What follows belongs to an exercise in optimizing a design on an open flow for small area and a short achievable clock period; a production flow would make more cautious choices. In this exercise RTL edits were held to simulation tests only and were not proved equivalent to the original.

==> flow/design.v, too long to show whole: its modules and the start of the top module <==
// module resampler_q15: 8435 lines
// module fa_cell: 4 lines
module resampler_q15 #(
    parameter TAP_COUNT = 9,
    parameter DATA_WIDTH = 16
)(
    input  logic                  clk,
    input  logic                  rst_n,
    input  logic signed [31:0]    ppm_in,
    input  logic [TAP_COUNT*DATA_WIDTH-1:0] coeffs,
    input  logic [DATA_WIDTH-1:0] data_in,
    input  logic                  data_in_valid,
    output logic                  data_in_ready,
    output logic [DATA_WIDTH-1:0] data_out,
    output logic                  data_out_valid
);
  // ...
==> flow/flow/run.sh <==
#!/bin/bash
# The standard layout (the standard.sh, ORFS synthesis to final), with the
# resizer's setup repair aimed below the clock period so that it buffers and
# sizes the design's long paths. The SDC and every other setting are the standard flow's.
set -euo pipefail
bash standard.sh SETUP_SLACK_MARGIN=12.5 finish > standard_make.log 2>&1
==> flow/standard.sh <==
#!/bin/bash
# synth_recipe.tcl (not shown) runs the flow's synth.tcl, then flattens the netlist and writes it again
# the make line also repeats each setting of config.mk as NAME=value (left out here)
make -C /OpenROAD-flow-scripts/flow DESIGN_CONFIG=/design/flow/config.mk WORK_HOME=/design/flow/orfs CLKGATE_MAP_FILE= SYNTH_SCRIPT=/design/flow/synth_recipe.tcl "${@:-finish}"
==> flow/config.mk <==
export PLATFORM = sky130hd
export DESIGN_NAME = resampler_q15
export DESIGN_NICKNAME = resampler_q15
export VERILOG_FILES = /design/flow/design.v
export SDC_FILE = /design/flow/constraint.sdc
export NUM_CORES = 4
export LEC_CHECK = 0
export ABC_AREA = 1
export CAP_MARGIN = 20
export CORE_MARGIN = 2
export CORE_UTILIZATION = 55
export SLEW_MARGIN = 20
export SYNTH_HIERARCHICAL = 1
export SYNTH_MINIMUM_KEEP_SIZE = 0
==> flow/constraint.sdc <==
create_clock -name core_clock -period 19.0 [get_ports {clk}]
set_input_delay 3.8000 -clock core_clock [delete_from_list [all_inputs] [get_ports {clk}]]
set_output_delay 3.8000 -clock core_clock [all_outputs]
set_load 0.01 [all_outputs]
==> impl_results.md, run 1 <==
* Run status: finished clean
* RSZ-0062 raised after global routing: yes
* Measured slew at the worst slew-check pin at 0.9558 ns
* Root buffer cell: clkbuf_16
* Largest family of logic cells by synthesized area: adder cells
* # diodes at 1
* Reg area at 9592 sq um
* Core area at 116000 sq um
* Largest net degree at the start of global routing at 106
* Post-layout min period at 6.512 ns
* Clk sinks at 407
* Fin cells at 8948
* Setup Fix Bufs, Post-CTS at 14
* Tapcell count at between 1500 and 2000
* Crit-path leading delay family: compound AO/OA/AOI/OAI gates
* Synth Area in Compound Gates at 15.25%
* Final WL at 216300 um
* Hold path start: ppm_accum[0]
* Max incr delay on CP at 0.46 ns
* Crit path from: yr[18]
==> run 2: changes to the inputs <==
--- a/flow/design.v
+++ b/flow/design.v
@@ -8,30 +8,31 @@
     input  logic [TAP_COUNT*DATA_WIDTH-1:0] coeffs,
     input  logic [DATA_WIDTH-1:0] data_in,
     input  logic                  data_in_valid,
     output logic                  data_in_ready,
     output logic [DATA_WIDTH-1:0] data_out,
     output logic                  data_out_valid
 );
     logic signed [31:0] ppm_accum;
+    logic [31:0] acc_next;       
     logic overflow, shift;
     logic [TAP_COUNT*DATA_WIDTH-1:0] creg;
     logic [15:0] x;
     logic [15:0] w0, w1, w2, w3, w4, w5, w6;
     logic [61:0] p1;
     logic [15:0] q;
-    logic [39:0] yr;
+    logic [45:0] yr;
     logic yc;
     assign data_in_ready = 1'b1;
     assign overflow = ppm_accum[31] ^ ppm_accum[30];
     assign shift = overflow & data_in_valid;
     always_ff @(posedge clk or negedge rst_n)
         if (!rst_n) ppm_accum <= '0;
-        else ppm_accum <= ppm_accum + ppm_in;
+        else ppm_accum <= acc_next;
     always_ff @(posedge clk)
         creg <= coeffs;
     logic bxo0, bxt0, bxn0;
     logic bxo1, bxt1, bxn1;
     logic bxo2, bxt2, bxn2;
     logic bxo3, bxt3, bxn3;
     logic bxo4, bxt4, bxn4;
     logic bxo5, bxt5, bxn5;
@@ -4024,27 +4025,27 @@
     logic t3969;
     logic g3970;
     logic t3971;
     logic g3972;
     logic t3973;
     logic g3974;
     logic t3975;
     logic g3976;
-    logic t3977;
+    logic x3977;
     logic g3978;
-    logic t3979;
+    logic x3979;
     logic g3980;
-    logic t3981;
+    logic x3981;
     logic g3982;
-    logic t3983;
+    logic x3983;
     logic g3984;
-    logic t3985;
+    logic x3985;
     logic g3986;
-    logic t3987;
+    logic x3987;
     logic g3988;
     logic x3989;
     logic g3990;
     logic x3991;
     logic g3992;
     logic x3993;
     logic g3994;
     logic x3995;
@@ -4070,21 +4071,21 @@
     logic x4015;
     logic g4016;
     logic x4017;
     logic g4018;
     logic x4019;
     logic g4020;
     logic x4021;
     logic g4022;
-    logic x4023;
+    logic t4023;
     logic g4024;
-    logic x4025;
+    logic t4025;
     logic g4026;
-    logic x4027;
+    logic t4027;
     logic g4028;
     logic t4029;
     logic g4030;
     logic t4031;
     logic g4032;
     logic t4033;
     logic g4034;
     logic t4035;
@@ -4155,26 +4156,26 @@
     logic g4100;
     logic t4101;
     logic g4102;
     logic t4103;
     logic g4104;
     logic t4105;
     logic g4106;
     logic t4107;
-    logic k4108;
-    logic o4109;
-    logic k4110;
-    logic o4111;
-    logic k4112;
-    logic o4113;
-    logic k4114;
-    logic o4115;
-    logic k4116;
-    logic o4117;
+    logic g4108;
+    logic t4109;
+    logic g4110;
+    logic t4111;
+    logic g4112;
+    logic t4113;
+    logic g4114;
+    logic t4115;
+    logic g4116;
+    logic t4117;
     logic k4118;
     logic o4119;
     logic k4120;
     logic o4121;
     logic k4122;
     logic o4123;
     logic k4124;
     logic o4125;
@@ -4187,16 +4188,235 @@
     logic k4132;
     logic o4133;
     logic k4134;
     logic o4135;
     logic k4136;
     logic o4137;
     logic k4138;
     logic o4139;
+    logic k4140;
+    logic o4141;
+    logic k4142;
+    logic o4143;
+    logic k4144;
+    logic o4145;
+    logic k4146;
+    logic o4147;
+    logic k4148;
+    logic o4149;
+    logic g4150;
+    logic g4151;
+    logic g4152;
+    logic g4153;
+    logic g4154;
+    logic g4155;
+    logic g4156;
+    logic g4157;
+    logic g4158;
+    logic g4159;
+    logic g4160;
+    logic g4161;
+    logic g4162;
+    logic g4163;
+    logic g4164;
+    logic g4165;
+    logic g4166;
+    logic g4167;
+    logic g4168;
+    logic g4169;
+    logic g4170;
+    logic g4171;
+    logic g4172;
+    logic g4173;
+    logic g4174;
+    logic g4175;
+    logic g4176;
+    logic g4177;
+    logic g4178;
+    logic g4179;
+    logic g4180;
+    logic g4181;
+    logic x4182;
+    logic x4183;
+    logic x4184;
+    logic x4185;
+    logic x4186;
+    logic x4187;
+    logic x4188;
+    logic x4189;
+    logic x4190;
+    logic x4191;
+    logic x4192;
+    logic x4193;
+    logic x4194;
+    logic x4195;
+    logic x4196;
+    logic x4197;
+    logic x4198;
+    logic x4199;
+    logic x4200;
+    logic x4201;
+    logic x4202;
+    logic x4203;
+    logic x4204;
+    logic x4205;
+    logic x4206;
+    logic x4207;
+    logic x4208;
+    logic x4209;
+    logic x4210;
+    logic x4211;
+    logic x4212;
+    logic x4213;
+    logic g4214;
+    logic t4215;
+    logic g4216;
+    logic t4217;
+    logic g4218;
+    logic t4219;
+    logic g4220;
+    logic t4221;
+    logic g4222;
+    logic t4223;
+    logic g4224;
+    logic t4225;
+    logic g4226;
+    logic t4227;
+    logic g4228;
+    logic t4229;
+    logic g4230;
+    logic t4231;
+    logic g4232;
+    logic t4233;
+    logic g4234;
+    logic t4235;
+    logic g4236;
+    logic t4237;
+    logic g4238;
+    logic t4239;
+    logic g4240;
+    logic t4241;
+    logic g4242;
+    logic t4243;
+    logic g4244;
+    logic t4245;
+    logic g4246;
+    logic t4247;
+    logic g4248;
+    logic t4249;
+    logic g4250;
+    logic t4251;
+    logic g4252;
+    logic t4253;
+    logic g4254;
+    logic t4255;
+    logic g4256;
+    logic t4257;
+    logic g4258;
+    logic t4259;
+    logic g4260;
+    logic t4261;
+    logic g4262;
+    logic t4263;
+    logic g4264;
+    logic t4265;
+    logic g4266;
+    logic t4267;
+    logic g4268;
+    logic t4269;
+    logic g4270;
+    logic t4271;
+    logic g4272;
+    logic t4273;
+    logic g4274;
+    logic t4275;
+    logic g4276;
+    logic t4277;
+    logic g4278;
+    logic t4279;
+    logic g4280;
+    logic t4281;
+    logic g4282;
+    logic t4283;
+    logic g4284;
+    logic t4285;
+    logic g4286;
+    logic t4287;
+    logic g4288;
+    logic t4289;
+    logic g4290;
+    logic t4291;
+    logic g4292;
+    logic t4293;
+    logic g4294;
+    logic t4295;
+    logic g4296;
+    logic t4297;
+    logic g4298;
+    logic t4299;
+    logic g4300;
+    logic t4301;
+    logic g4302;
+    logic t4303;
+    logic g4304;
+    logic t4305;
+    logic g4306;
+    logic t4307;
+    logic g4308;
+    logic t4309;
+    logic g4310;
+    logic t4311;
+    logic g4312;
+    logic t4313;
+    logic g4314;
+    logic t4315;
+    logic g4316;
+    logic t4317;
+    logic g4318;
+    logic t4319;
+    logic g4320;
+    logic t4321;
+    logic g4322;
+    logic t4323;
+    logic g4324;
+    logic t4325;
+    logic g4326;
+    logic t4327;
+    logic o4328;
+    logic o4329;
+    logic o4330;
+    logic o4331;
+    logic o4332;
+    logic o4333;
+    logic o4334;
+    logic o4335;
+    logic o4336;
+    logic o4337;
+    logic o4338;
+    logic o4339;
+    logic o4340;
+    logic o4341;
+    logic o4342;
+    logic o4343;
+    logic o4344;
+    logic o4345;
+    logic o4346;
+    logic o4347;
+    logic o4348;
+    logic o4349;
+    logic o4350;
+    logic o4351;
+    logic o4352;
+    logic o4353;
+    logic o4354;
+    logic o4355;
+    logic o4356;
+    logic o4357;
+    logic o4358;
     assign bxo0 = x[0] ^ 1'b0;
     assign bxt0 = (x[1] & ~x[0] & ~1'b0) | (~x[1] & x[0] & 1'b0);
     assign bxn0 = x[1];
     assign bxo1 = x[2] ^ x[1];
     assign bxt1 = (x[3] & ~x[2] & ~x[1]) | (~x[3] & x[2] & x[1]);
     assign bxn1 = x[3];
     assign bxo2 = x[4] ^ x[3];
     assign bxt2 = (x[5] & ~x[4] & ~x[3]) | (~x[5] & x[4] & x[3]);
@@ -8220,195 +8440,415 @@
     assign g3954 = q3919 & s3920;
     assign t3955 = q3919 | s3920;
     assign g3956 = c3920 & s3921;
     assign t3957 = c3920 | s3921;
     assign g3958 = c3921 & s3922;
     assign t3959 = c3921 | s3922;
     assign g3960 = c3922 & s3923;
     assign t3961 = c3922 | s3923;
-    assign g3962 = c3923 & s3924;
-    assign t3963 = c3923 | s3924;
-    assign g3964 = c3924 & s3925;
-    assign t3965 = c3924 | s3925;
-    assign g3966 = c3925 & s3926;
-    assign t3967 = c3925 | s3926;
-    assign g3968 = 1'b0 | (p0_3673 & g3948);
-    assign t3969 = p0_3673 & t3949;
-    assign g3970 = g3952 | (t3953 & g3950);
-    assign t3971 = t3953 & t3951;
-    assign g3972 = g3956 | (t3957 & g3954);
-    assign t3973 = t3957 & t3955;
-    assign g3974 = g3960 | (t3961 & g3958);
-    assign t3975 = t3961 & t3959;
-    assign g3976 = g3964 | (t3965 & g3962);
-    assign t3977 = t3965 & t3963;
-    assign g3978 = g3970 | (t3971 & g3968);
-    assign t3979 = t3971 & t3969;
-    assign g3980 = g3974 | (t3975 & g3972);
-    assign t3981 = t3975 & t3973;
-    assign g3982 = g3966 | (t3967 & g3976);
-    assign t3983 = t3967 & t3977;
-    assign g3984 = g3980 | (t3981 & g3978);
-    assign t3985 = t3981 & t3979;
-    assign g3986 = g3982 | (t3983 & g3984);
-    assign t3987 = t3983 & t3985;
-    assign g3988 = yr[0] & yr[1];
-    assign x3989 = yr[0] ^ yr[1];
-    assign g3990 = yr[2] & yr[3];
-    assign x3991 = yr[2] ^ yr[3];
-    assign g3992 = yr[4] & yr[5];
-    assign x3993 = yr[4] ^ yr[5];
-    assign g3994 = yr[6] & yr[7];
-    assign x3995 = yr[6] ^ yr[7];
-    assign g3996 = yr[8] & yr[9];
-    assign x3997 = yr[8] ^ yr[9];
-    assign g3998 = yr[10] & yr[11];
-    assign x3999 = yr[10] ^ yr[11];
-    assign g4000 = yr[12] & yr[13];
-    assign x4001 = yr[12] ^ yr[13];
-    assign g4002 = yr[14] & yr[15];
-    assign x4003 = yr[14] ^ yr[15];
-    assign g4004 = yr[16] & yr[17];
-    assign x4005 = yr[16] ^ yr[17];
-    assign g4006 = yr[18] & yr[19];
-    assign x4007 = yr[18] ^ yr[19];
-    assign g4008 = yr[20] & yr[21];
-    assign x4009 = yr[20] ^ yr[21];
-    assign g4010 = yr[22] & yr[23];
-    assign x4011 = yr[22] ^ yr[23];
-    assign g4012 = yr[24] & yr[25];
-    assign x4013 = yr[24] ^ yr[25];
-    assign g4014 = yr[26] & yr[27];
-    assign x4015 = yr[26] ^ yr[27];
-    assign g4016 = yr[28] & yr[29];
-    assign x4017 = yr[28] ^ yr[29];
-    assign g4018 = yr[30] & yr[31];
-    assign x4019 = yr[30] ^ yr[31];
-    assign g4020 = yr[32] & yr[33];
-    assign x4021 = yr[32] ^ yr[33];
-    assign g4022 = yr[34] & yr[35];
-    assign x4023 = yr[34] ^ yr[35];
-    assign g4024 = yr[36] & yr[37];
-    assign x4025 = yr[36] ^ yr[37];
-    assign g4026 = yr[38] & yr[39];
-    assign x4027 = yr[38] ^ yr[39];
+    assign g3962 = 1'b0 | (p0_3673 & g3948);
+    assign t3963 = p0_3673 & t3949;
+    assign g3964 = g3952 | (t3953 & g3950);
+    assign t3965 = t3953 & t3951;
+    assign g3966 = g3956 | (t3957 & g3954);
+    assign t3967 = t3957 & t3955;
+    assign g3968 = g3960 | (t3961 & g3958);
+    assign t3969 = t3961 & t3959;
+    assign g3970 = g3964 | (t3965 & g3962);
+    assign t3971 = t3965 & t3963;
+    assign g3972 = g3968 | (t3969 & g3966);
+    assign t3973 = t3969 & t3967;
+    assign g3974 = g3972 | (t3973 & g3970);
+    assign t3975 = t3973 & t3971;
+    assign g3976 = yr[0] & yr[1];
+    assign x3977 = yr[0] ^ yr[1];
+    assign g3978 = yr[2] & yr[3];
+    assign x3979 = yr[2] ^ yr[3];
+    assign g3980 = yr[4] & yr[5];
+    assign x3981 = yr[4] ^ yr[5];
+    assign g3982 = yr[6] & yr[7];
+    assign x3983 = yr[6] ^ yr[7];
+    assign g3984 = yr[8] & yr[9];
+    assign x3985 = yr[8] ^ yr[9];
+    assign g3986 = yr[10] & yr[11];
+    assign x3987 = yr[10] ^ yr[11];
+    assign g3988 = yr[12] & yr[13];
+    assign x3989 = yr[12] ^ yr[13];
+    assign g3990 = yr[14] & yr[15];
+    assign x3991 = yr[14] ^ yr[15];
+    assign g3992 = yr[16] & yr[17];
+    assign x3993 = yr[16] ^ yr[17];
+    assign g3994 = yr[18] & yr[19];
+    assign x3995 = yr[18] ^ yr[19];
+    assign g3996 = yr[20] & yr[21];
+    assign x3997 = yr[20] ^ yr[21];
+    assign g3998 = yr[22] & yr[23];
+    assign x3999 = yr[22] ^ yr[23];
+    assign g4000 = yr[24] & yr[25];
+    assign x4001 = yr[24] ^ yr[25];
+    assign g4002 = yr[26] & yr[27];
+    assign x4003 = yr[26] ^ yr[27];
+    assign g4004 = yr[28] & yr[29];
+    assign x4005 = yr[28] ^ yr[29];
+    assign g4006 = yr[30] & yr[31];
+    assign x4007 = yr[30] ^ yr[31];
+    assign g4008 = yr[32] & yr[33];
+    assign x4009 = yr[32] ^ yr[33];
+    assign g4010 = yr[34] & yr[35];
+    assign x4011 = yr[34] ^ yr[35];
+    assign g4012 = yr[36] & yr[37];
+    assign x4013 = yr[36] ^ yr[37];
+    assign g4014 = yr[38] & yr[39];
+    assign x4015 = yr[38] ^ yr[39];
+    assign g4016 = yr[40] & yr[41];
+    assign x4017 = yr[40] ^ yr[41];
+    assign g4018 = yr[42] & yr[43];
+    assign x4019 = yr[42] ^ yr[43];
+    assign g4020 = yr[44] & yr[45];
+    assign x4021 = yr[44] ^ yr[45];
+    assign g4022 = g3978 | (x3979 & g3976);
+    assign t4023 = x3979 & x3977;
+    assign g4024 = g3982 | (x3983 & g3980);
+    assign t4025 = x3983 & x3981;
+    assign g4026 = g3986 | (x3987 & g3984);
+    assign t4027 = x3987 & x3985;
     assign g4028 = g3990 | (x3991 & g3988);
     assign t4029 = x3991 & x3989;
     assign g4030 = g3994 | (x3995 & g3992);
     assign t4031 = x3995 & x3993;
     assign g4032 = g3998 | (x3999 & g3996);
     assign t4033 = x3999 & x3997;
     assign g4034 = g4002 | (x4003 & g4000);
     assign t4035 = x4003 & x4001;
     assign g4036 = g4006 | (x4007 & g4004);
     assign t4037 = x4007 & x4005;
     assign g4038 = g4010 | (x4011 & g4008);
     assign t4039 = x4011 & x4009;
     assign g4040 = g4014 | (x4015 & g4012);
     assign t4041 = x4015 & x4013;
     assign g4042 = g4018 | (x4019 & g4016);
     assign t4043 = x4019 & x4017;
-    assign g4044 = g4022 | (x4023 & g4020);
-    assign t4045 = x4023 & x4021;
-    assign g4046 = g4026 | (x4027 & g4024);
-    assign t4047 = x4027 & x4025;
-    assign g4048 = g3992 | (x3993 & g4028);
-    assign t4049 = x3993 & t4029;
-    assign g4050 = g4030 | (t4031 & g4028);
-    assign t4051 = t4031 & t4029;
-    assign g4052 = g4000 | (x4001 & g4032);
-    assign t4053 = x4001 & t4033;
-    assign g4054 = g4034 | (t4035 & g4032);
-    assign t4055 = t4035 & t4033;
-    assign g4056 = g4008 | (x4009 & g4036);
-    assign t4057 = x4009 & t4037;
-    assign g4058 = g4038 | (t4039 & g4036);
-    assign t4059 = t4039 & t4037;
-    assign g4060 = g4016 | (x4017 & g4040);
-    assign t4061 = x4017 & t4041;
-    assign g4062 = g4042 | (t4043 & g4040);
-    assign t4063 = t4043 & t4041;
-    assign g4064 = g4024 | (x4025 & g4044);
-    assign t4065 = x4025 & t4045;
-    assign g4066 = g4046 | (t4047 & g4044);
-    assign t4067 = t4047 & t4045;
-    assign g4068 = g3996 | (x3997 & g4050);
-    assign t4069 = x3997 & t4051;
-    assign g4070 = g4032 | (t4033 & g4050);
-    assign t4071 = t4033 & t4051;
-    assign g4072 = g4052 | (t4053 & g4050);
-    assign t4073 = t4053 & t4051;
-    assign g4074 = g4054 | (t4055 & g4050);
-    assign t4075 = t4055 & t4051;
-    assign g4076 = g4012 | (x4013 & g4058);
-    assign t4077 = x4013 & t4059;
-    assign g4078 = g4040 | (t4041 & g4058);
-    assign t4079 = t4041 & t4059;
-    assign g4080 = g4060 | (t4061 & g4058);
-    assign t4081 = t4061 & t4059;
-    assign g4082 = g4062 | (t4063 & g4058);
-    assign t4083 = t4063 & t4059;
-    assign g4084 = g4004 | (x4005 & g4074);
-    assign t4085 = x4005 & t4075;
-    assign g4086 = g4036 | (t4037 & g4074);
-    assign t4087 = t4037 & t4075;
-    assign g4088 = g4056 | (t4057 & g4074);
-    assign t4089 = t4057 & t4075;
-    assign g4090 = g4058 | (t4059 & g4074);
-    assign t4091 = t4059 & t4075;
-    assign g4092 = g4076 | (t4077 & g4074);
-    assign t4093 = t4077 & t4075;
-    assign g4094 = g4078 | (t4079 & g4074);
-    assign t4095 = t4079 & t4075;
-    assign g4096 = g4080 | (t4081 & g4074);
-    assign t4097 = t4081 & t4075;
-    assign g4098 = g4082 | (t4083 & g4074);
-    assign t4099 = t4083 & t4075;
-    assign g4100 = g4020 | (x4021 & g4098);
-    assign t4101 = x4021 & t4099;
-    assign g4102 = g4044 | (t4045 & g4098);
-    assign t4103 = t4045 & t4099;
-    assign g4104 = g4064 | (t4065 & g4098);
-    assign t4105 = t4065 & t4099;
-    assign g4106 = g4066 | (t4067 & g4098);
-    assign t4107 = t4067 & t4099;
-    assign k4108 = g4050 | (t4051 & yc);
-    assign o4109 = x3997 ^ k4108;
-    assign k4110 = g4068 | (t4069 & yc);
-    assign o4111 = x3999 ^ k4110;
-    assign k4112 = g4070 | (t4071 & yc);
-    assign o4113 = x4001 ^ k4112;
-    assign k4114 = g4072 | (t4073 & yc);
-    assign o4115 = x4003 ^ k4114;
-    assign k4116 = g4074 | (t4075 & yc);
-    assign o4117 = x4005 ^ k4116;
-    assign k4118 = g4084 | (t4085 & yc);
-    assign o4119 = x4007 ^ k4118;
-    assign k4120 = g4086 | (t4087 & yc);
-    assign o4121 = x4009 ^ k4120;
+    assign g4044 = g3980 | (x3981 & g4022);
+    assign t4045 = x3981 & t4023;
+    assign g4046 = g4024 | (t4025 & g4022);
+    assign t4047 = t4025 & t4023;
+    assign g4048 = g3988 | (x3989 & g4026);
+    assign t4049 = x3989 & t4027;
+    assign g4050 = g4028 | (t4029 & g4026);
+    assign t4051 = t4029 & t4027;
+    assign g4052 = g3996 | (x3997 & g4030);
+    assign t4053 = x3997 & t4031;
+    assign g4054 = g4032 | (t4033 & g4030);
+    assign t4055 = t4033 & t4031;
+    assign g4056 = g4004 | (x4005 & g4034);
+    assign t4057 = x4005 & t4035;
+    assign g4058 = g4036 | (t4037 & g4034);
+    assign t4059 = t4037 & t4035;
+    assign g4060 = g4012 | (x4013 & g4038);
+    assign t4061 = x4013 & t4039;
+    assign g4062 = g4040 | (t4041 & g4038);
+    assign t4063 = t4041 & t4039;
+    assign g4064 = g4020 | (x4021 & g4042);
+    assign t4065 = x4021 & t4043;
+    assign g4066 = g3984 | (x3985 & g4046);
+    assign t4067 = x3985 & t4047;
+    assign g4068 = g4026 | (t4027 & g4046);
+    assign t4069 = t4027 & t4047;
+    assign g4070 = g4048 | (t4049 & g4046);
+    assign t4071 = t4049 & t4047;
+    assign g4072 = g4050 | (t4051 & g4046);
+    assign t4073 = t4051 & t4047;
+    assign g4074 = g4000 | (x4001 & g4054);
+    assign t4075 = x4001 & t4055;
+    assign g4076 = g4034 | (t4035 & g4054);
+    assign t4077 = t4035 & t4055;
+    assign g4078 = g4056 | (t4057 & g4054);
+    assign t4079 = t4057 & t4055;
+    assign g4080 = g4058 | (t4059 & g4054);
+    assign t4081 = t4059 & t4055;
+    assign g4082 = g4016 | (x4017 & g4062);
+    assign t4083 = x4017 & t4063;
+    assign g4084 = g4042 | (t4043 & g4062);
+    assign t4085 = t4043 & t4063;
+    assign g4086 = g4064 | (t4065 & g4062);
+    assign t4087 = t4065 & t4063;
+    assign g4088 = g3992 | (x3993 & g4072);
+    assign t4089 = x3993 & t4073;
+    assign g4090 = g4030 | (t4031 & g4072);
+    assign t4091 = t4031 & t4073;
+    assign g4092 = g4052 | (t4053 & g4072);
+    assign t4093 = t4053 & t4073;
+    assign g4094 = g4054 | (t4055 & g4072);
+    assign t4095 = t4055 & t4073;
+    assign g4096 = g4074 | (t4075 & g4072);
+    assign t4097 = t4075 & t4073;
+    assign g4098 = g4076 | (t4077 & g4072);
+    assign t4099 = t4077 & t4073;
+    assign g4100 = g4078 | (t4079 & g4072);
+    assign t4101 = t4079 & t4073;
+    assign g4102 = g4080 | (t4081 & g4072);
+    assign t4103 = t4081 & t4073;
+    assign g4104 = g4008 | (x4009 & g4102);
+    assign t4105 = x4009 & t4103;
+    assign g4106 = g4038 | (t4039 & g4102);
+    assign t4107 = t4039 & t4103;
+    assign g4108 = g4060 | (t4061 & g4102);
+    assign t4109 = t4061 & t4103;
+    assign g4110 = g4062 | (t4063 & g4102);
+    assign t4111 = t4063 & t4103;
+    assign g4112 = g4082 | (t4083 & g4102);
+    assign t4113 = t4083 & t4103;
+    assign g4114 = g4084 | (t4085 & g4102);
+    assign t4115 = t4085 & t4103;
+    assign g4116 = g4086 | (t4087 & g4102);
+    assign t4117 = t4087 & t4103;
+    assign k4118 = g4070 | (t4071 & yc);
+    assign o4119 = x3991 ^ k4118;
+    assign k4120 = g4072 | (t4073 & yc);
+    assign o4121 = x3993 ^ k4120;
     assign k4122 = g4088 | (t4089 & yc);
-    assign o4123 = x4011 ^ k4122;
+    assign o4123 = x3995 ^ k4122;
     assign k4124 = g4090 | (t4091 & yc);
-    assign o4125 = x4013 ^ k4124;
+    assign o4125 = x3997 ^ k4124;
     assign k4126 = g4092 | (t4093 & yc);
-    assign o4127 = x4015 ^ k4126;
+    assign o4127 = x3999 ^ k4126;
     assign k4128 = g4094 | (t4095 & yc);
-    assign o4129 = x4017 ^ k4128;
+    assign o4129 = x4001 ^ k4128;
     assign k4130 = g4096 | (t4097 & yc);
-    assign o4131 = x4019 ^ k4130;
+    assign o4131 = x4003 ^ k4130;
     assign k4132 = g4098 | (t4099 & yc);
-    assign o4133 = x4021 ^ k4132;
+    assign o4133 = x4005 ^ k4132;
     assign k4134 = g4100 | (t4101 & yc);
-    assign o4135 = x4023 ^ k4134;
+    assign o4135 = x4007 ^ k4134;
     assign k4136 = g4102 | (t4103 & yc);
-    assign o4137 = x4025 ^ k4136;
+    assign o4137 = x4009 ^ k4136;
     assign k4138 = g4104 | (t4105 & yc);
-    assign o4139 = x4027 ^ k4138;
+    assign o4139 = x4011 ^ k4138;
+    assign k4140 = g4106 | (t4107 & yc);
+    assign o4141 = x4013 ^ k4140;
+    assign k4142 = g4108 | (t4109 & yc);
+    assign o4143 = x4015 ^ k4142;
+    assign k4144 = g4110 | (t4111 & yc);
+    assign o4145 = x4017 ^ k4144;
+    assign k4146 = g4112 | (t4113 & yc);
+    assign o4147 = x4019 ^ k4146;
+    assign k4148 = g4114 | (t4115 & yc);
+    assign o4149 = x4021 ^ k4148;
+    assign g4150 = ppm_accum[0] & ppm_in[0];
+    assign g4151 = ppm_accum[1] & ppm_in[1];
+    assign g4152 = ppm_accum[2] & ppm_in[2];
+    assign g4153 = ppm_accum[3] & ppm_in[3];
+    assign g4154 = ppm_accum[4] & ppm_in[4];
+    assign g4155 = ppm_accum[5] & ppm_in[5];
+    assign g4156 = ppm_accum[6] & ppm_in[6];
+    assign g4157 = ppm_accum[7] & ppm_in[7];
+    assign g4158 = ppm_accum[8] & ppm_in[8];
+    assign g4159 = ppm_accum[9] & ppm_in[9];
+    assign g4160 = ppm_accum[10] & ppm_in[10];
+    assign g4161 = ppm_accum[11] & ppm_in[11];
+    assign g4162 = ppm_accum[12] & ppm_in[12];
+    assign g4163 = ppm_accum[13] & ppm_in[13];
+    assign g4164 = ppm_accum[14] & ppm_in[14];
+    assign g4165 = ppm_accum[15] & ppm_in[15];
+    assign g4166 = ppm_accum[16] & ppm_in[16];
+    assign g4167 = ppm_accum[17] & ppm_in[17];
+    assign g4168 = ppm_accum[18] & ppm_in[18];
+    assign g4169 = ppm_accum[19] & ppm_in[19];
+    assign g4170 = ppm_accum[20] & ppm_in[20];
+    assign g4171 = ppm_accum[21] & ppm_in[21];
+    assign g4172 = ppm_accum[22] & ppm_in[22];
+    assign g4173 = ppm_accum[23] & ppm_in[23];
+    assign g4174 = ppm_accum[24] & ppm_in[24];
+    assign g4175 = ppm_accum[25] & ppm_in[25];
+    assign g4176 = ppm_accum[26] & ppm_in[26];
+    assign g4177 = ppm_accum[27] & ppm_in[27];
+    assign g4178 = ppm_accum[28] & ppm_in[28];
+    assign g4179 = ppm_accum[29] & ppm_in[29];
+    assign g4180 = ppm_accum[30] & ppm_in[30];
+    assign g4181 = ppm_accum[31] & ppm_in[31];
+    assign x4182 = ppm_accum[0] ^ ppm_in[0];
+    assign x4183 = ppm_accum[1] ^ ppm_in[1];
+    assign x4184 = ppm_accum[2] ^ ppm_in[2];
+    assign x4185 = ppm_accum[3] ^ ppm_in[3];
+    assign x4186 = ppm_accum[4] ^ ppm_in[4];
+    assign x4187 = ppm_accum[5] ^ ppm_in[5];
+    assign x4188 = ppm_accum[6] ^ ppm_in[6];
+    assign x4189 = ppm_accum[7] ^ ppm_in[7];
+    assign x4190 = ppm_accum[8] ^ ppm_in[8];
+    assign x4191 = ppm_accum[9] ^ ppm_in[9];
+    assign x4192 = ppm_accum[10] ^ ppm_in[10];
+    assign x4193 = ppm_accum[11] ^ ppm_in[11];
+    assign x4194 = ppm_accum[12] ^ ppm_in[12];
+    assign x4195 = ppm_accum[13] ^ ppm_in[13];
+    assign x4196 = ppm_accum[14] ^ ppm_in[14];
+    assign x4197 = ppm_accum[15] ^ ppm_in[15];
+    assign x4198 = ppm_accum[16] ^ ppm_in[16];
+    assign x4199 = ppm_accum[17] ^ ppm_in[17];
+    assign x4200 = ppm_accum[18] ^ ppm_in[18];
+    assign x4201 = ppm_accum[19] ^ ppm_in[19];
+    assign x4202 = ppm_accum[20] ^ ppm_in[20];
+    assign x4203 = ppm_accum[21] ^ ppm_in[21];
+    assign x4204 = ppm_accum[22] ^ ppm_in[22];
+    assign x4205 = ppm_accum[23] ^ ppm_in[23];
+    assign x4206 = ppm_accum[24] ^ ppm_in[24];
+    assign x4207 = ppm_accum[25] ^ ppm_in[25];
+    assign x4208 = ppm_accum[26] ^ ppm_in[26];
+    assign x4209 = ppm_accum[27] ^ ppm_in[27];
+    assign x4210 = ppm_accum[28] ^ ppm_in[28];
+    assign x4211 = ppm_accum[29] ^ ppm_in[29];
+    assign x4212 = ppm_accum[30] ^ ppm_in[30];
+    assign x4213 = ppm_accum[31] ^ ppm_in[31];
+    assign g4214 = g4151 | (x4183 & g4150);
+    assign t4215 = x4183 & x4182;
+    assign g4216 = g4153 | (x4185 & g4152);
+    assign t4217 = x4185 & x4184;
+    assign g4218 = g4155 | (x4187 & g4154);
+    assign t4219 = x4187 & x4186;
+    assign g4220 = g4157 | (x4189 & g4156);
+    assign t4221 = x4189 & x4188;
+    assign g4222 = g4159 | (x4191 & g4158);
+    assign t4223 = x4191 & x4190;
+    assign g4224 = g4161 | (x4193 & g4160);
+    assign t4225 = x4193 & x4192;
+    assign g4226 = g4163 | (x4195 & g4162);
+    assign t4227 = x4195 & x4194;
+    assign g4228 = g4165 | (x4197 & g4164);
+    assign t4229 = x4197 & x4196;
+    assign g4230 = g4167 | (x4199 & g4166);
+    assign t4231 = x4199 & x4198;
+    assign g4232 = g4169 | (x4201 & g4168);
+    assign t4233 = x4201 & x4200;
+    assign g4234 = g4171 | (x4203 & g4170);
+    assign t4235 = x4203 & x4202;
+    assign g4236 = g4173 | (x4205 & g4172);
+    assign t4237 = x4205 & x4204;
+    assign g4238 = g4175 | (x4207 & g4174);
+    assign t4239 = x4207 & x4206;
+    assign g4240 = g4177 | (x4209 & g4176);
+    assign t4241 = x4209 & x4208;
+    assign g4242 = g4179 | (x4211 & g4178);
+    assign t4243 = x4211 & x4210;
+    assign g4244 = g4181 | (x4213 & g4180);
+    assign t4245 = x4213 & x4212;
+    assign g4246 = g4216 | (t4217 & g4214);
+    assign t4247 = t4217 & t4215;
+    assign g4248 = g4220 | (t4221 & g4218);
+    assign t4249 = t4221 & t4219;
+    assign g4250 = g4224 | (t4225 & g4222);
+    assign t4251 = t4225 & t4223;
+    assign g4252 = g4228 | (t4229 & g4226);
+    assign t4253 = t4229 & t4227;
+    assign g4254 = g4232 | (t4233 & g4230);
+    assign t4255 = t4233 & t4231;
+    assign g4256 = g4236 | (t4237 & g4234);
+    assign t4257 = t4237 & t4235;
+    assign g4258 = g4240 | (t4241 & g4238);
+    assign t4259 = t4241 & t4239;
+    assign g4260 = g4244 | (t4245 & g4242);
+    assign t4261 = t4245 & t4243;
+    assign g4262 = g4248 | (t4249 & g4246);
+    assign t4263 = t4249 & t4247;
+    assign g4264 = g4252 | (t4253 & g4250);
+    assign t4265 = t4253 & t4251;
+    assign g4266 = g4256 | (t4257 & g4254);
+    assign t4267 = t4257 & t4255;
+    assign g4268 = g4260 | (t4261 & g4258);
+    assign t4269 = t4261 & t4259;
+    assign g4270 = g4264 | (t4265 & g4262);
+    assign t4271 = t4265 & t4263;
+    assign g4272 = g4268 | (t4269 & g4266);
+    assign t4273 = t4269 & t4267;
+    assign g4274 = g4272 | (t4273 & g4270);
+    assign t4275 = t4273 & t4271;
+    assign g4276 = g4266 | (t4267 & g4270);
+    assign t4277 = t4267 & t4271;
+    assign g4278 = g4250 | (t4251 & g4262);
+    assign t4279 = t4251 & t4263;
+    assign g4280 = g4254 | (t4255 & g4270);
+    assign t4281 = t4255 & t4271;
+    assign g4282 = g4258 | (t4259 & g4276);
+    assign t4283 = t4259 & t4277;
+    assign g4284 = g4218 | (t4219 & g4246);
+    assign t4285 = t4219 & t4247;
+    assign g4286 = g4222 | (t4223 & g4262);
+    assign t4287 = t4223 & t4263;
+    assign g4288 = g4226 | (t4227 & g4278);
+    assign t4289 = t4227 & t4279;
+    assign g4290 = g4230 | (t4231 & g4270);
+    assign t4291 = t4231 & t4271;
+    assign g4292 = g4234 | (t4235 & g4280);
+    assign t4293 = t4235 & t4281;
+    assign g4294 = g4238 | (t4239 & g4276);
+    assign t4295 = t4239 & t4277;
+    assign g4296 = g4242 | (t4243 & g4282);
+    assign t4297 = t4243 & t4283;
+    assign g4298 = g4152 | (x4184 & g4214);
+    assign t4299 = x4184 & t4215;
+    assign g4300 = g4154 | (x4186 & g4246);
+    assign t4301 = x4186 & t4247;
+    assign g4302 = g4156 | (x4188 & g4284);
+    assign t4303 = x4188 & t4285;
+    assign g4304 = g4158 | (x4190 & g4262);
+    assign t4305 = x4190 & t4263;
+    assign g4306 = g4160 | (x4192 & g4286);
+    assign t4307 = x4192 & t4287;
+    assign g4308 = g4162 | (x4194 & g4278);
+    assign t4309 = x4194 & t4279;
+    assign g4310 = g4164 | (x4196 & g4288);
+    assign t4311 = x4196 & t4289;
+    assign g4312 = g4166 | (x4198 & g4270);
+    assign t4313 = x4198 & t4271;
+    assign g4314 = g4168 | (x4200 & g4290);
+    assign t4315 = x4200 & t4291;
+    assign g4316 = g4170 | (x4202 & g4280);
+    assign t4317 = x4202 & t4281;
+    assign g4318 = g4172 | (x4204 & g4292);
+    assign t4319 = x4204 & t4293;
+    assign g4320 = g4174 | (x4206 & g4276);
+    assign t4321 = x4206 & t4277;
+    assign g4322 = g4176 | (x4208 & g4294);
+    assign t4323 = x4208 & t4295;
+    assign g4324 = g4178 | (x4210 & g4282);
+    assign t4325 = x4210 & t4283;
+    assign g4326 = g4180 | (x4212 & g4296);
+    assign t4327 = x4212 & t4297;
+    assign o4328 = x4183 ^ g4150;
+    assign o4329 = x4184 ^ g4214;
+    assign o4330 = x4185 ^ g4298;
+    assign o4331 = x4186 ^ g4246;
+    assign o4332 = x4187 ^ g4300;
+    assign o4333 = x4188 ^ g4284;
+    assign o4334 = x4189 ^ g4302;
+    assign o4335 = x4190 ^ g4262;
+    assign o4336 = x4191 ^ g4304;
+    assign o4337 = x4192 ^ g4286;
+    assign o4338 = x4193 ^ g4306;
+    assign o4339 = x4194 ^ g4278;
+    assign o4340 = x4195 ^ g4308;
+    assign o4341 = x4196 ^ g4288;
+    assign o4342 = x4197 ^ g4310;
+    assign o4343 = x4198 ^ g4270;
+    assign o4344 = x4199 ^ g4312;
+    assign o4345 = x4200 ^ g4290;
+    assign o4346 = x4201 ^ g4314;
+    assign o4347 = x4202 ^ g4280;
+    assign o4348 = x4203 ^ g4316;
+    assign o4349 = x4204 ^ g4292;
+    assign o4350 = x4205 ^ g4318;
+    assign o4351 = x4206 ^ g4276;
+    assign o4352 = x4207 ^ g4320;
+    assign o4353 = x4208 ^ g4294;
+    assign o4354 = x4209 ^ g4322;
+    assign o4355 = x4210 ^ g4282;
+    assign o4356 = x4211 ^ g4324;
+    assign o4357 = x4212 ^ g4296;
+    assign o4358 = x4213 ^ g4326;
     assign q = {o3671, o3669, o3667, o3665, o3663, o3661, o3659, o3657, o3655, o3653, o3651, o3649, o3647, o3645, o3643, o3641};
+    assign acc_next = {o4358, o4357, o4356, o4355, o4354, o4353, o4352, o4351, o4350, o4349, o4348, o4347, o4346, o4345, o4344, o4343, o4342, o4341, o4340, o4339, o4338, o4337, o4336, o4335, o4334, o4333, o4332, o4331, o4330, o4329, o4328, x4182};
     always_ff @(posedge clk or negedge rst_n)
         if (!rst_n) begin
             x <= '0;
             w0 <= 16'haaa6;
             w1 <= 16'hfffc;
             w2 <= 16'h5552;
             w3 <= 16'haaa8;
             w4 <= 16'hfffe;
@@ -8422,18 +8862,18 @@
             w0 <= {o459, o457, o455, o453, o451, o449, o447, o445, o443, o441, o439, o437, o435, o433, o431, o429};
             w1 <= {o918, o916, o914, o912, o910, o908, o906, o904, o902, o900, o898, o896, o894, o892, o890, o888};
             w2 <= {o1377, o1375, o1373, o1371, o1369, o1367, o1365, o1363, o1361, o1359, o1357, o1355, o1353, o1351, o1349, o1347};
             w3 <= {o1836, o1834, o1832, o1830, o1828, o1826, o1824, o1822, o1820, o1818, o1816, o1814, o1812, o1810, o1808, o1806};
             w4 <= {o2295, o2293, o2291, o2289, o2287, o2285, o2283, o2281, o2279, o2277, o2275, o2273, o2271, o2269, o2267, o2265};
             w5 <= {o2754, o2752, o2750, o2748, o2746, o2744, o2742, o2740, o2738, o2736, o2734, o2732, o2730, o2728, o2726, o2724};
             w6 <= {o3197, o3195, o3193, o3191, o3189, o3187, o3185, o3183, o3181, o3179, o3177, o3175, o3173, o3171, o3169, o3167};
             p1 <= {g3470, p1_3333, p1_3332, p1_3331, p1_3316, p1_3330, p1_3315, q3439, p1_3329, h3438, c3437, q3411, s3437, c3436, c3409, s3436, c3435, s3409, s3435, c3434, c3405, s3434, c3433, c3403, s3433, c3432, s3403, s3432, c3431, s3401, s3431, c3430, s3399, s3430, c3429, s3397, s3429, c3428, s3395, s3428, c3427, s3393, s3427, c3426, s3391, s3426, c3425, s3389, s3425, c3424, s3387, s3424, c3423, s3385, s3423, c3422, s3383, s3422, c3421, c3378, s3421, c3420};
-            yr <= {h3946, c3945, s3945, c3944, s3944, c3943, s3943, c3942, s3942, c3941, s3941, c3940, s3940, c3939, s3939, c3938, s3938, c3937, s3937, c3936, s3936, c3935, s3935, c3934, s3934, c3933, s3933, c3932, s3932, c3931, s3931, c3930, s3930, c3929, s3929, c3928, s3928, c3927, s3927, c3926};
-            yc <= g3986;
+            yr <= {h3946, c3945, s3945, c3944, s3944, c3943, s3943, c3942, s3942, c3941, s3941, c3940, s3940, c3939, s3939, c3938, s3938, c3937, s3937, c3936, s3936, c3935, s3935, c3934, s3934, c3933, s3933, c3932, s3932, c3931, s3931, c3930, s3930, c3929, s3929, c3928, s3928, c3927, s3927, c3926, s3926, c3925, s3925, c3924, s3924, c3923};
+            yc <= g3974;
         end
-    assign data_out = {o4139, o4137, o4135, o4133, o4131, o4129, o4127, o4125, o4123, o4121, o4119, o4117, o4115, o4113, o4111, o4109};
+    assign data_out = {o4149, o4147, o4145, o4143, o4141, o4139, o4137, o4135, o4133, o4131, o4129, o4127, o4125, o4123, o4121, o4119};
     assign data_out_valid = overflow;
 endmodule
 module fa_cell (input logic a, b, c, output logic s, co);
     assign s = a ^ b ^ c;
     assign co = (a & b) | (c & (a ^ b));
 endmodule
==> flow/flow/run.sh (replaced) <==
#!/bin/bash
# The standard layout (the standard.sh, ORFS synthesis to final), with:
# - the resizer's setup repair aimed below the clock period, so that it buffers
#   and sizes the design's long paths;
# - the synthesis buffers removed at floorplan, so that the resizer buffers
#   those nets itself;
# - the port buffers made as sky130_fd_sc_hd__buf_1 (the resizer sizes them up
#   where a path needs it).
# The SDC and every other setting are the standard flow's.
set -euo pipefail
bash standard.sh SETUP_SLACK_MARGIN=12.5 REMOVE_ABC_BUFFERS=1 \
  "BUFFER_PORTS_ARGS=-buffer_cell sky130_fd_sc_hd__buf_1" finish > standard_make.log 2>&1
==> flow/config.mk (replaced) <==
export PLATFORM = sky130hd
export DESIGN_NAME = resampler_q15
export DESIGN_NICKNAME = resampler_q15
export VERILOG_FILES = /design/flow/design.v
export SDC_FILE = /design/flow/constraint.sdc
export NUM_CORES = 4
export LEC_CHECK = 0
export ABC_AREA = 1
export CAP_MARGIN = 20
export CORE_MARGIN = 2
export CORE_UTILIZATION = 65
export SLEW_MARGIN = 20
export SYNTH_HIERARCHICAL = 1
export SYNTH_MINIMUM_KEEP_SIZE = 0
==> impl_results.md, run 2 <==
* Bufs and invs on worst path at 2
* Share of cells above drive strength 1 at 6.407%
* R2r startpoint: x[7]
* Die H at 318.9 um
* Measured slew at the worst slew-check pin at 1.089 ns (+0.1332 ns)
* Top Ports at 213
* Synth area leader: fa_1
* Initial drt markers at 5885
* Synth top area cells: fa_1, xor2_1, o22ai_1, dfrtp_1, nand2_1
* Most common cell in the netlist: nand2_1
* Most common cell after layout, fill and taps aside: nand2_1
* RePlAce Congestion at 0.9180
* Max Buffers Root-to-Sink at 3
* Sum Neg Setup Slack at 0 ns
* Largest net degree at the start of global routing at 91 (-14%)
* Final #Nets at between 8000 and 9000
* Mapped Avg Cell Area at ~8.6 sq um
* Top Registers: creg x144, p1 x62, yr x46
* Initial core utilization at 65.56%
* Top cell type's share of synthesized area at around 28%
* Cell count after synthesis at 7454
* Post-layout min period at 6.546 ns (+0.03310 ns)
* Core area at 98280 sq um (-15%)
* Vias in the first global route at 56380
* FF-to-FF End: w6[13]
* # diodes at 0 (-1)
* Commonest cells after routing, fill and taps aside: nand2_1, xor2_1, o22ai_1, fa_1, inv_1
* Clk latency of the worst-skew pair at between 0.6 and 0.7 ns
* Final max-slew violation count at 0
* Inst Count DP at between 8000 and 9000
* Crit-path leading delay family: simple AND/OR/NAND/NOR gates
* First-pass GRT wire length at between 300000 and 400000 um
* Synth async-reset ratio at between 60% and 70%
* Final WL at 199800 um (-7.6%)
* Final setup violation count at 0
* Post-route DRC at 0
* Max reg flops at around 140
* Max-cap violations at 0
* CP Data Required Time at 15.20 ns
* Rel. slew slack at a little over a quarter
* Die width at 318.9 um
* WL/cell at 23.26 um
* Worst hold stages at 2
* CTS H-tree depth at 2
* Fin cells at 8591 (-4.0%)
* Crit path kind: reg -> out
* Yosys reg bits at between 400 and 500
* Clock buffer count from CTS at 52
* Post-synth EDFFs at 0
* Top reg by flops: creg
* Grt met1 use at between 50% and 60%
* Yosys warning total at 7
* Post-synthesis sequential area ratio at 15.06%
* Die Area at approximately 100000 sq um
* Hold path start: w4[13]
* Busiest grt layer: met2
* Maximum fanout along the worst path at 7
* Final worst-path cycle share at around 34%
* Total track usage at 38.74%
* Row cnt at 115
* Crit path DAT at 2.75 ns
* Distinct cells, synth at 51
* Min-Delay Endpoint: w4[13]
* CP Capture Type: output pin
* TritonRoute pass-1 iters at 7
* Hold crit path type: reg -> reg
* Vias at around 56000
* Post-synth top cells: nand2_1, xor2_1, o22ai_1
* Congestion Overflow GR at 0
* Skew final at just under 0.02 ns
* Depth of the worst register-to-register path at 23
* GR met2 Demand/Resource at 61.57%
* Post-synthesis cell area at 64430 sq um
* Remaining antenna violation count after routing at 0
* Layout fillers at 8162
* CTS tree: done
* Pre-CTS setup slack at 11.33 ns
* Cell Chain, Critical Path: ha_4, nand2_2, inv_2, nand2_4, nor3_4, nand3_2, nand3_4, a21o_4, nand2_4, nand2_2, xor2_1, buf_2
* Final WS setup at 12.45 ns
* Run status: finished clean
* Cell area after placement at 65240 sq um
* Max incr delay on CP at 0.42 ns (-0.04 ns)
* RSZ-0062 raised after global routing: yes
* Root buffer cell: clkbuf_16
* Design area at 68080 sq um
* Critical Path Start Type: flip-flop
* Met3 Track Usage GR at 8.192%
* CP max stage cell: dfrtp_1
* Initial antenna violation count at 3
* Hold Violations, Final at 0
* R2R Setup Slk at roughly 13 ns
* Post-DP HPWL at 126800 um
* # port buffers at 211
* Vias per cell at 6.488
* Clk sinks at 413 (+1.5%)
* Highest Clock Rate at 0.1528 GHz
* Area Overhead vs Synth at 5.658%
* Clk pin slew, worst setup/hold paths at 0.06 ns
* Dominant synthesized flop cell: dfrtp_1
==> run 2: cell types whose count changed after synthesis, sizes merged, moves of 4 or more <==
| cell | change |
|---|---|
| nor3 | +4 |
| a21oi | -24 |
| xor2 | -9 |
| inv | -9 |
| a21o | +4 |
| dfrtp | +6 |
| xnor2 | -7 |
| fa | +15 |
| nand2 | +6 |
| o21ai | -20 |
| o21bai | -5 |
| nand3 | +13 |
| nor2 | -50 |
==> run 2: worst min-delay path, stage by stage (launching register included) <==
cell and delay (ns):
dfstp_2 0.37, nand2_1 0.06, nand2_1 0.05
==> run 2: metal layers <==
layer / wire length (um) / share of wire, %
met5: 96 / 0.048
met3: 21290 / 11
met2: 90830 / 45
met1: 78700 / 39
met4: 8880 / 4.4
==> run 2: cells by family (layout without fill, tap and decap cells) <==
| kind of cell | count (synthesis) | after routing | synth area share (%) |
|---|---|---|---|
| DFF | 413 | 413 | 15.06 |
| AOI/OAI and AO/OA | 1555 | 1555 | 14.79 |
| and+or+nand+nor | 1943 | 1944 | 12.43 |
| buffers and inverters | 1113 | 962 | 6.973 |
| adders and majority gates | 1253 | 1253 | 34.76 |
| other | 1 | 1 | 0.005820 |
| xor gates and xnor gates | 1176 | 1176 | 15.99 |
==> run 2: final cells by class <==
cell class / count / area [sq um] / share of cell area [%]
tap: 1287 / 1610 / 2.365
timing repair buffer: 340 / 2235 / 3.282
clock inverter: 28 / 275.3 / 0.4043
inverter: 524 / 2004 / 2.944
multi-input combinational: 5929 / 50730 / 74.52
timing repair inverter: 1 / 5.005 / 0.007351
clock buffer: 69 / 1479 / 2.172
sequential: 413 / 9738 / 14.30
==> run 2: worst max-delay path by stage <==
stage / start / end / slack, ns / cells past startpoint
floorplan: x[9] / w6[13] / 6.17 / 21
global placement: x[7] / w6[13] / 11.49 / 25
detailed placement: x[7] / w6[13] / 11.33 / 24
CTS: x[7] / w6[13] / 12.47 / 24
global route: yr[16] / data_out[15] / 12.37 / 12
finish: yr[20] / data_out[15] / 12.45 / 12
==> run 2: per-module statistics from Yosys (local to each module, per instance) <==
module,flops+latches,cells,times used,cell area [sq um]
resampler_q15,413,6583,1,47000
fa_cell,0,1,871,20.02
==> run 2: what timing repair did <==
action,in CTS,in global routing
hold buffers,0,0
gates cloned,1,4
buffers inserted,8,20
gates resized for setup,43,110
pin swaps,3,16
endpoints found under the setup margin,118,96
==> run 2: metrics by stage <==
stage,hold WS [ns],utilization (%)
6_report,0.4733,69.27
5_1_grt,0.4876,69.27
4_1_cts,0.4756,68.55
3_5_place_dp,0.4625,66.38
3_3_place_gp,0.4533,66.37
2_1_floorplan,0.4430,-

static timing again, ports no longer ideal:
In the flow no input, the clock included, has a driving cell. The finished layouts below were timed again as built, in two steps. Step 1 assumes that a clkbuf_16 drives the clock port and a buf_2 every other input. Step 2 moves the port delays by t, midway between the first and last clock arrival at a register: inputs arrive t later, outputs are due t later. That takes back most of the time a late clock gives input paths. Three values: ideal ports, drivers, drivers and shift; two values: the first two.
run	shift t [ns]	setup slack, ns	hold WS [ns]	worst setup path after step 2	cell pins on the clock port's net
run 1	0.777	12.488 / 12.408 / 11.820	0.471 / 0.471 / 0.471	input to register	1
run 2	0.748	12.454 / 12.378 / 11.878	0.473 / 0.473 / 0.473	input to register	1
After both steps every run listed still meets setup and hold. The setup slack of run 1, which loses most, moves by -0.080 ns with the drivers and by -0.668 ns with both steps.
